Background: an optimization exercise with open tools, aiming at small area, a short achievable clock period and few clock cycles per item. Do not read the settings as production practice.
Where RTL was checked, it was by simulation tests only, not by an equivalence proof against the original.
Power figures rest on the tool's default switching activity, not on a simulated workload. The clock port is modelled as an ideal driver; clocking choices that lean on that would not hold on a real chip.

P:
==> flow/design.v (excerpt) <==
module dut(
    clk    ,
    rst_n  ,
    addr   ,
    din    ,
    rw     ,
    enable ,
    dout   ,
    txd    ,
    tx_vld ,
    rxd    ,
    rx_vld
);
Settings: LEC_CHECK=0, CAP_MARGIN=15, CORE_MARGIN=2, CORE_UTILIZATION=60, CTS_BUF_LIST=sky130_fd_sc_hd__clkbuf_8, CTS_CLUSTER_DIAMETER=50, CTS_CLUSTER_SIZE=20, GPL_TIMING_DRIVEN=0, PLACE_DENSITY=0.7, SETUP_SLACK_MARGIN=4.8, SLEW_MARGIN=15, SYNTH_HIERARCHICAL=1, SYNTH_MINIMUM_KEEP_SIZE=0; clock period 9.0 ns.
standard.sh (not shown) runs the stock make flow with config.mk's settings and CLKGATE_MAP_FILE= SYNTH_SCRIPT=/design/flow/synth_recipe.tcl, a recipe that flattens the netlist after the stock synthesis.
==> flow/flow/run.sh <==
#!/bin/bash
# The standard layout, with two changes to how ORFS is driven:
#  - clock tree synthesis without dummy loads, with clkbuf_8 clusters of <= 20 sinks
#  - port buffers start as buf_1 (the resizer sizes them up where timing needs it)
set -euo pipefail
export CTS_ARGS="-sink_clustering_enable -repair_clock_nets -buf_list sky130_fd_sc_hd__clkbuf_8 -sink_clustering_size 21 -sink_clustering_max_diameter 50 -dont_use_dummy_load"
export BUFFER_PORTS_ARGS="-buffer_cell sky130_fd_sc_hd__buf_1"
bash standard.sh > flow_make.log 2>&1
P did not stop at any stage, and its layout met the timing, DRC and antenna checks.
Testbench counts of P, summed over its fixed seeds: cycles 100,742, frames 156.
Relative to P, the following input files were edited for Q:
Settings: GPL_TIMING_DRIVEN: 0 -> unset.
diff --git a/flow/flow/run.sh b/flow/flow/run.sh
--- a/flow/flow/run.sh
+++ b/flow/flow/run.sh
@@ -5,3 +5,3 @@
 set -euo pipefail
-export CTS_ARGS="-sink_clustering_enable -repair_clock_nets -buf_list sky130_fd_sc_hd__clkbuf_8 -sink_clustering_size 21 -sink_clustering_max_diameter 50 -dont_use_dummy_load"
+export CTS_ARGS="-sink_clustering_enable -repair_clock_nets -buf_list sky130_fd_sc_hd__clkbuf_8 -sink_clustering_size 20 -sink_clustering_max_diameter 50 -dont_use_dummy_load"
 export BUFFER_PORTS_ARGS="-buffer_cell sky130_fd_sc_hd__buf_1"
Compared with P, in Q post-layout instance area down 330 sq um, routed wire length down about 1.7%, total chip power flat, worst path setup slack after routing flat.
Setup changes, Q to R
Settings: SETUP_SLACK_MARGIN changed from 4.8 to 5.
--- outcome ---
R | status: complete | timing, DRC, antenna: pass
In terms of core utilization, R and Q differ only marginally.
Between R and Q, the hold slack figures differ only marginally.
R vs Q — routed wire length climbed slightly
Compared R against Q; count of nets after finishing within noise.
In R relative to Q, count of clock buffers in the final design had gone up slightly.
On portion of the clock cycle consumed by the worst path in the final layout, R and Q are neck and neck.
R vs. Q: routed via count divided by cell count went down by about 0.33%.

========
== rev 12 ==
dut, a different RTL version from the one above (not shown whole).
Size in the first run: roughly 5000 cells after synthesis, about 4100 flip-flops, ~0.089 mm^2 of cells after synthesis.
clock: 9.0 ns
lec_check: 0
cap_margin: 40
core_margin: 2
core_utilization: 60
cts_buf_list: sky130_fd_sc_hd__clkbuf_16
cts_cluster_diameter: 50
cts_cluster_size: 30
place_density: 0.7
setup_slack_margin: 5
slew_margin: 40
run.sh (not shown) runs the stock make flow with config.mk's settings and CLKGATE_MAP_FILE= SYNTH_SCRIPT=/design/flow/synth_recipe.tcl, a recipe that flattens the netlist after the stock synthesis.
Stock flow here: none of the scripts above is used.
Rev 12: full flow OK, the timing, DRC and antenna checks passed
Testbench counts of rev 12, summed over its fixed seeds: cycles 100,898, frames 156.
diff inputs: rev 12 => rev 13
-- flow/config.mk --
<<< rev 12, line 9
export CORE_MARGIN = 2
export CORE_UTILIZATION = 60
export CTS_BUF_LIST = sky130_fd_sc_hd__clkbuf_16
export CTS_CLUSTER_DIAMETER = 50
export CTS_CLUSTER_SIZE = 30
export PLACE_DENSITY = 0.7
export SETUP_SLACK_MARGIN = 5
>>> rev 13, line 9
export CORE_MARGIN = 2
export CORE_UTILIZATION = 60
export CTS_BUF_LIST = sky130_fd_sc_hd__clkbuf_8
export CTS_CLUSTER_DIAMETER = 50
export CTS_CLUSTER_SIZE = 20
export PLACE_DENSITY = 0.7
export SETUP_SLACK_MARGIN = 5
[summary]
Each of the runs, namely rev 12 and rev 13, reached the end of the flow and came out clean.
Row utilization: rev 13 lower / rev 12 higher
Rev 12 reports its topmost layer with routed signal wires as met5 while rev 13 reports met4.
Part of the cycle the worst path needs: rev 13 vs rev 12, no meaningful difference
Re part of the power in the clock network: rev 12 was higher than rev 13.
Diff rev 12 -> rev 13: setup slack -6.0 ps, total via count in the routed design -196, fraction of final layout cells sized beyond drive strength 1 -0.69 points.
Compared with rev 12, rev 13 shows proportion of power drawn by flip-flops and latches higher by 6.2 points.
Cell area after layout ended up 0.0026 mm^2 lower on rev 13 than on rev 12.

========
dut, a different RTL version from the one above (not shown whole).
For scale: roughly 4700 cells after synthesis, ~4100 flip-flops, ~94 I/O pins.
## dut
module dut(
    clk    ,
    rst_n  ,
    addr   ,
    din    ,
    rw     ,
    enable ,
    dout   ,
    txd    ,
    tx_vld ,
    rxd    ,
    rx_vld
);
input         clk    ;
input         rst_n  ;
input  [7:0 ] addr   ;
input  [31:0] din    ;
input         rw     ;
input         enable ;
output [31:0] dout   ;
input  [7:0 ] rxd    ;
input         rx_vld ;
output [7:0 ] txd    ;
output        tx_vld ;
reg  [7:0 ] txd  ;
reg         tx_vld ;
function lt10;
    input [9:0] a;
    input [9:0] b;
    integer k;
    reg r;
    begin
        r = 1'b0;
        for (k = 0; k < 10; k = k + 1)
            r = (~a[k] & b[k]) | ((~a[k] | b[k]) & r);
        lt10 = r;
    end
endfunction
reg         pkt_en ;
reg  [8:0 ] min_pkt_size ;    
reg  [9:0 ] max_pkt_size ;
wire        write = ~rw & enable;
wire [9:0 ] d     = din[9:0];
always @(posedge clk or negedge rst_n) begin
    if (!rst_n) begin
        pkt_en       <= 1'b0;
        min_pkt_size <= 9'd64;
        max_pkt_size <= 10'd512;
    end
    else if (write) begin
        if (addr == 8'h0)
  ...
export LEC_CHECK = 0
export ABC_CLOCK_PERIOD_IN_PS = 500
export CAP_MARGIN = 40
export CORE_MARGIN = 2
export CORE_UTILIZATION = 60
export CTS_BUF_LIST = sky130_fd_sc_hd__clkbuf_8
export CTS_CLUSTER_DIAMETER = 50
export CTS_CLUSTER_SIZE = 20
export PLACE_DENSITY = 0.7
export SETUP_SLACK_MARGIN = 5
export SLEW_MARGIN = 40
create_clock -name core_clock -period 9.0 [get_ports {clk}]
Next try:
- ABC_CLOCK_PERIOD_IN_PS: 500 -> default
=> Utilization is unchanged; total power stays the same; cell area is unchanged; global-route usage does not change; clock-buffer cell count does not change; die area is unchanged; wire length is unchanged.
No functional check of the RTL was part of any run of this note.

========
dut, a different RTL version from the one above (not shown whole).
For scale: roughly 4800 cells after synthesis, ~94 I/O pins.
Settings: LEC_CHECK=0, CAP_MARGIN=40, CORE_MARGIN=2, CORE_UTILIZATION=60, CTS_BUF_LIST=sky130_fd_sc_hd__clkbuf_8, CTS_CLUSTER_DIAMETER=50, CTS_CLUSTER_SIZE=20, PLACE_DENSITY=0.7, SETUP_SLACK_MARGIN=5, SLEW_MARGIN=40, SYNTH_HIERARCHICAL=1, SYNTH_MINIMUM_KEEP_SIZE=0; clock period 9.0 ns.
standard.sh (not shown) runs the stock make flow with config.mk's settings and CLKGATE_MAP_FILE= SYNTH_SCRIPT=/design/flow/synth_recipe.tcl, a recipe that flattens the netlist after the stock synthesis.
==> flow/flow/run.sh <==
#!/bin/bash
# The standard layout, with two changes to how ORFS is driven:
#  - clock tree synthesis without dummy loads, with clkbuf_8 clusters of <= 20 sinks
#  - port buffers start as buf_1 (the resizer sizes them up where timing needs it)
set -euo pipefail
export CTS_ARGS="-sink_clustering_enable -repair_clock_nets -buf_list sky130_fd_sc_hd__clkbuf_16 -sink_clustering_size 32 -sink_clustering_max_diameter 60 -dont_use_dummy_load"
export BUFFER_PORTS_ARGS="-buffer_cell sky130_fd_sc_hd__buf_1"
bash standard.sh > flow_make.log 2>&1
Testbench counts at the start, summed over its fixed seeds: cycles 100,898, frames 156.
==> next run, changes <==
--- a/flow/flow/run.sh
+++ b/flow/flow/run.sh
@@ -6 +6 @@
-export CTS_ARGS="-sink_clustering_enable -repair_clock_nets -buf_list sky130_fd_sc_hd__clkbuf_16 -sink_clustering_size 32 -sink_clustering_max_diameter 60 -dont_use_dummy_load"
+export CTS_ARGS="-sink_clustering_enable -repair_clock_nets -buf_list sky130_fd_sc_hd__clkbuf_8 -sink_clustering_size 20 -sink_clustering_max_diameter 40 -dont_use_dummy_load"
Settings changed: CORE_UTILIZATION 60 to 75, PLACE_DENSITY 0.7 to 0.85.
Total power falls by 0.43%.
Sequential cell count does not change.
Core utilization came out higher by 16 points.
Worst setup slack is better by 4.5 ps.
Clock power decreases by about 2%.

========
The RTL this note starts from:
==> flow/design.v <==
`timescale 1ns/1ps
module dut(
    clk    ,
    rst_n  ,
    addr   ,
    din    ,
    rw     ,
    enable ,
    dout   ,
    txd    ,
    tx_vld ,
    rxd    ,
    rx_vld
);
input         clk    ;
input         rst_n  ;
input  [7:0 ] addr   ;
input  [31:0] din    ;
input         rw     ;
input         enable ;
output [31:0] dout   ;
input  [7:0 ] rxd    ;
input         rx_vld ;
output [7:0 ] txd    ;
output        tx_vld ;
function lt10;
    input [9:0] a;
    input [9:0] b;
    integer k;
    reg r;
    begin
        r = 1'b0;
        for (k = 0; k < 10; k = k + 1)
            r = (~a[k] & b[k]) | ((~a[k] | b[k]) & r);
        lt10 = r;
    end
endfunction
reg         pkt_en ;
reg  [8:0 ] min_pkt_size ;    
reg  [9:0 ] max_pkt_size ;
wire        write = ~rw & enable;
wire [9:0 ] d     = din[9:0];
always @(posedge clk or negedge rst_n) begin
    if (!rst_n) begin
        pkt_en       <= 1'b0;
        min_pkt_size <= 9'd64;
        max_pkt_size <= 10'd512;
    end
    else if (write) begin
        if (addr == 8'h0)
            pkt_en <= d[0];
        if ((addr == 8'h4) && (|d[9:6]) && lt10(d, max_pkt_size))
            min_pkt_size <= d[8:0];
        if ((addr == 8'h8) && (~d[9] | ~|d[8:0]) && lt10({1'b0, min_pkt_size}, d))
            max_pkt_size <= d;
    end
end
assign dout[31:10] = 22'h0;
wire [9:0] dz76, dz54, dz10, dt8, dt4;
genvar g;
generate
    for (g = 0; g < 10; g = g + 1) begin : g_dout
        g_nor2  u_z76 (.a(addr[7]), .b(addr[6]), .y(dz76[g]));
        g_nor2  u_z54 (.a(addr[5]), .b(addr[4]), .y(dz54[g]));
        g_nor2  u_z10 (.a(addr[1]), .b(addr[0]), .y(dz10[g]));
        g_and3b u_t8  (.an(addr[2]), .b(addr[3]), .c(max_pkt_size[g]), .y(dt8[g]));
        if (g == 0) begin : g_b0
            wire t4, t0;
            g_and3b u_t4 (.an(addr[3]), .b(addr[2]), .c(min_pkt_size[0]), .y(t4));
            g_nor3b u_t0 (.a(addr[3]), .b(addr[2]), .cn(pkt_en), .y(t0));
            g_o3111a u_y (.a1(dt8[0]), .a2(t4), .a3(t0), .b1(dz76[0]), .c1(dz54[0]), .d1(dz10[0]), .x(dout[0]));
        end
        else if (g < 9) begin : g_b
            g_and3b u_t4 (.an(addr[3]), .b(addr[2]), .c(min_pkt_size[g]), .y(dt4[g]));
            g_o2111a u_y (.a1(dt8[g]), .a2(dt4[g]), .b1(dz76[g]), .c1(dz54[g]), .d1(dz10[g]), .x(dout[g]));
        end
        else begin : g_b9
            g_and4 u_y (.a(dt8[9]), .b(dz76[9]), .c(dz54[9]), .d(dz10[9]), .x(dout[9]));
        end
    end
endgenerate
reg  [4087:0] line ;
always @(posedge clk)
    line <= {line[4079:0], rxd};
reg         rx_prev ;    
reg         second ;     
reg  [9:0 ] cnt ;        
reg         over ;       
reg         hdr_ok ;
reg         acc ;        
reg  [4:0 ] tap ;        
reg         pend ;
reg  [3:0 ] wait_cnt ;
reg         tx_on ;      
reg  [7:0 ] tx_byte ;
wire [9:0 ] cnt_inc   = cnt + 10'd1;
wire [9:0 ] cnt_rx    = rx_prev ? cnt_inc : 10'd1;
wire        over_rx   = rx_prev & (over | cnt[9]);
wire        frame_end = rx_prev & ~rx_vld;
wire        now       = frame_end & acc & (cnt[3:0] == 4'h0);
wire        start     = (frame_end & acc & (cnt[3:0] == 4'hf)) | (pend & (wait_cnt == 4'h1));
wire        ready_n   = ~(rx_prev & acc & (cnt[3:0] == 4'h0));
g_o21ai u_tx_vld (.a1(ready_n), .a2(rx_vld), .b1(~tx_on), .y(tx_vld));
assign txd    = tx_on ? tx_byte : 8'h55;
always @(posedge clk or negedge rst_n) begin
    if (!rst_n) begin
        rx_prev <= 1'b0;
        pend    <= 1'b0;
        tx_on   <= 1'b0;
    end
    else begin
        rx_prev <= rx_vld;
        if (frame_end & acc & (cnt[3:0] != 4'h0) & (cnt[3:0] != 4'hf))
            pend <= 1'b1;
        else if (start)
            pend <= 1'b0;
        if (start | now)
            tx_on <= 1'b1;
        else if (cnt == 10'd1)
            tx_on <= 1'b0;
    end
end
always @(posedge clk) begin
    second <= rx_vld & ~rx_prev;
    if (rx_vld) begin
        tap  <= cnt[8:4];
        cnt  <= cnt_rx;
        over <= over_rx;
        acc  <= pkt_en & hdr_ok & ~over_rx & ~lt10(max_pkt_size, cnt_rx) &
                ~lt10(cnt_rx, {1'b0, min_pkt_size});
        if (second)
            hdr_ok <= (line[7:0] == 8'h55) & (rxd == 8'hd5);
    end
    else if (tx_vld)
        cnt <= cnt - 10'd1;
    if (frame_end)
        wait_cnt <= ~cnt[3:0];
    else
        wait_cnt <= wait_cnt - 4'd1;
end
reg  [7:0 ] tap_data ;
integer     i ;
always @(*) begin
    tap_data = 8'h0;
    for (i = 3; i < 32; i = i + 1)
        tap_data = tap_data | (line[(16*i+14)*8 +: 8] & {8{tap == i}});
end
always @(posedge clk)
    tx_byte <= tap_data;
endmodule
module g_nor2(a, b, y);
input a, b;
output y;
assign y = ~(a | b);
endmodule
module g_and3b(an, b, c, y);
input an, b, c;
output y;
assign y = ~an & b & c;
endmodule
module g_nor3b(a, b, cn, y);
input a, b, cn;
output y;
assign y = ~(a | b | ~cn);
endmodule
module g_o2111a(a1, a2, b1, c1, d1, x);
input a1, a2, b1, c1, d1;
output x;
assign x = (a1 | a2) & b1 & c1 & d1;
endmodule
module g_o3111a(a1, a2, a3, b1, c1, d1, x);
input a1, a2, a3, b1, c1, d1;
output x;
assign x = (a1 | a2 | a3) & b1 & c1 & d1;
endmodule
module g_and4(a, b, c, d, x);
input a, b, c, d;
output x;
assign x = a & b & c & d;
endmodule
module g_o21ai(a1, a2, b1, y);
input a1, a2, b1;
output y;
assign y = ~((a1 | a2) & b1);
endmodule
export LEC_CHECK = 0
export CAP_MARGIN = 40
export CORE_MARGIN = 2
export CORE_UTILIZATION = 60
export CTS_BUF_LIST = sky130_fd_sc_hd__clkbuf_8
export CTS_CLUSTER_DIAMETER = 50
export CTS_CLUSTER_SIZE = 20
export PLACE_DENSITY = 0.7
export SETUP_SLACK_MARGIN = 5
export SLEW_MARGIN = 40
export SYNTH_HIERARCHICAL = 1
export SYNTH_MINIMUM_KEEP_SIZE = 0
create_clock -name core_clock -period 9.0 [get_ports {clk}]
==> flow/flow/run.sh <==
#!/bin/bash
# The standard layout, with two changes to how ORFS is driven:
#  - clock tree synthesis without dummy loads, with clkbuf_8 clusters of <= 20 sinks
#  - port buffers start as buf_1 (the resizer sizes them up where timing needs it)
set -euo pipefail
export CTS_ARGS="-sink_clustering_enable -repair_clock_nets -buf_list sky130_fd_sc_hd__clkbuf_4 -sink_clustering_size 11 -sink_clustering_max_diameter 40 -dont_use_dummy_load"
export BUFFER_PORTS_ARGS="-buffer_cell sky130_fd_sc_hd__buf_1"
bash standard.sh > flow_make.log 2>&1
Testbench counts at the start, summed over its fixed seeds: cycles 100,742, frames 156.
Then changed:
==> flow/flow/run.sh (replaced) <==
#!/bin/bash
# The standard layout, with two changes to how ORFS is driven:
#  - clock tree synthesis without dummy loads, with clkbuf_8 clusters of <= 20 sinks
#  - port buffers start as buf_1 (the resizer sizes them up where timing needs it)
set -euo pipefail
export CTS_ARGS="-sink_clustering_enable -repair_clock_nets -buf_list sky130_fd_sc_hd__clkbuf_8 -sink_clustering_size 21 -sink_clustering_max_diameter 50 -dont_use_dummy_load"
export BUFFER_PORTS_ARGS="-buffer_cell sky130_fd_sc_hd__buf_4"
bash standard.sh > flow_make.log 2>&1
CAP_MARGIN = 15   (was 40)
SETUP_SLACK_MARGIN = 4.8   (was 5)
SLEW_MARGIN = 15   (was 40)
Effect: Setup slack degrades by 14 ps. Power is lower by 0.66%. Count of clock-buffer cells in the layout is lower by 213. Core utilization is lower by 0.24 points. Register-to-register slack degrades by 80 ps. Worst hold slack stays flat. Via count is lower by 4.5%.

[separate check: timing with driven ports]
No port has a modelled driver above. Below, the same layouts with a new extraction and two added sets of constraints.
Step 1 (the two cells are an assumption about what drives the block):
set clk [get_ports {clk}]
set_driving_cell -lib_cell sky130_fd_sc_hd__clkbuf_16 $clk
set_driving_cell -lib_cell sky130_fd_sc_hd__buf_2 [delete_from_list [all_inputs] $clk]
Step 2 times the ports against the registers' clock, not the clock port: input delays grow and output delays shrink by t, the midpoint of the rising clock arrivals with the driver on.
Slacks: ideal ports / drivers / drivers and shift; pairs: ideal ports / drivers.
run	t (ns)	setup slack, ns	hold slack, ns	latest minus earliest clock arrival (ns)
P	0.993	4.741 / 4.474 / 4.474	0.274 / 0.274 / 0.274	0.116 / 0.115
Q	0.966	4.742 / 4.484 / 4.338	0.260 / 0.260 / 0.260	0.109 / 0.109
R	0.950	4.735 / 4.452 / 4.376	0.258 / 0.258 / 0.258	0.119 / 0.119
rev 12	0.889	4.214 / 4.183 / 4.183	0.306 / 0.306 / 0.306	0.045 / 0.046
rev 13	1.019	4.208 / 4.177 / 4.177	0.302 / 0.302 / 0.302	0.057 / 0.056
the first run of note 3	1.018	4.208 / 4.175 / 4.175	0.307 / 0.307 / 0.307	0.051 / 0.051
the second run of note 3	1.018	4.208 / 4.175 / 4.175	0.307 / 0.307 / 0.307	0.051 / 0.051
the first run of note 4	0.850	4.708 / 4.451 / 4.451	0.271 / 0.271 / 0.271	0.127 / 0.127
the second run of note 4	1.018	4.712 / 4.471 / 4.471	0.272 / 0.272 / 0.272	0.111 / 0.111
the first run of note 5	1.280	4.734 / 4.460 / 4.394	0.251 / 0.251 / 0.251	0.155 / 0.155
the second run of note 5	1.014	4.720 / 4.477 / 4.315	0.251 / 0.251 / 0.251	0.118 / 0.118
After both steps setup and hold are still met in every run listed. The setup slack of the second run of note 5, which loses most, moves by -0.243 ns with the drivers and by -0.405 ns with both steps.
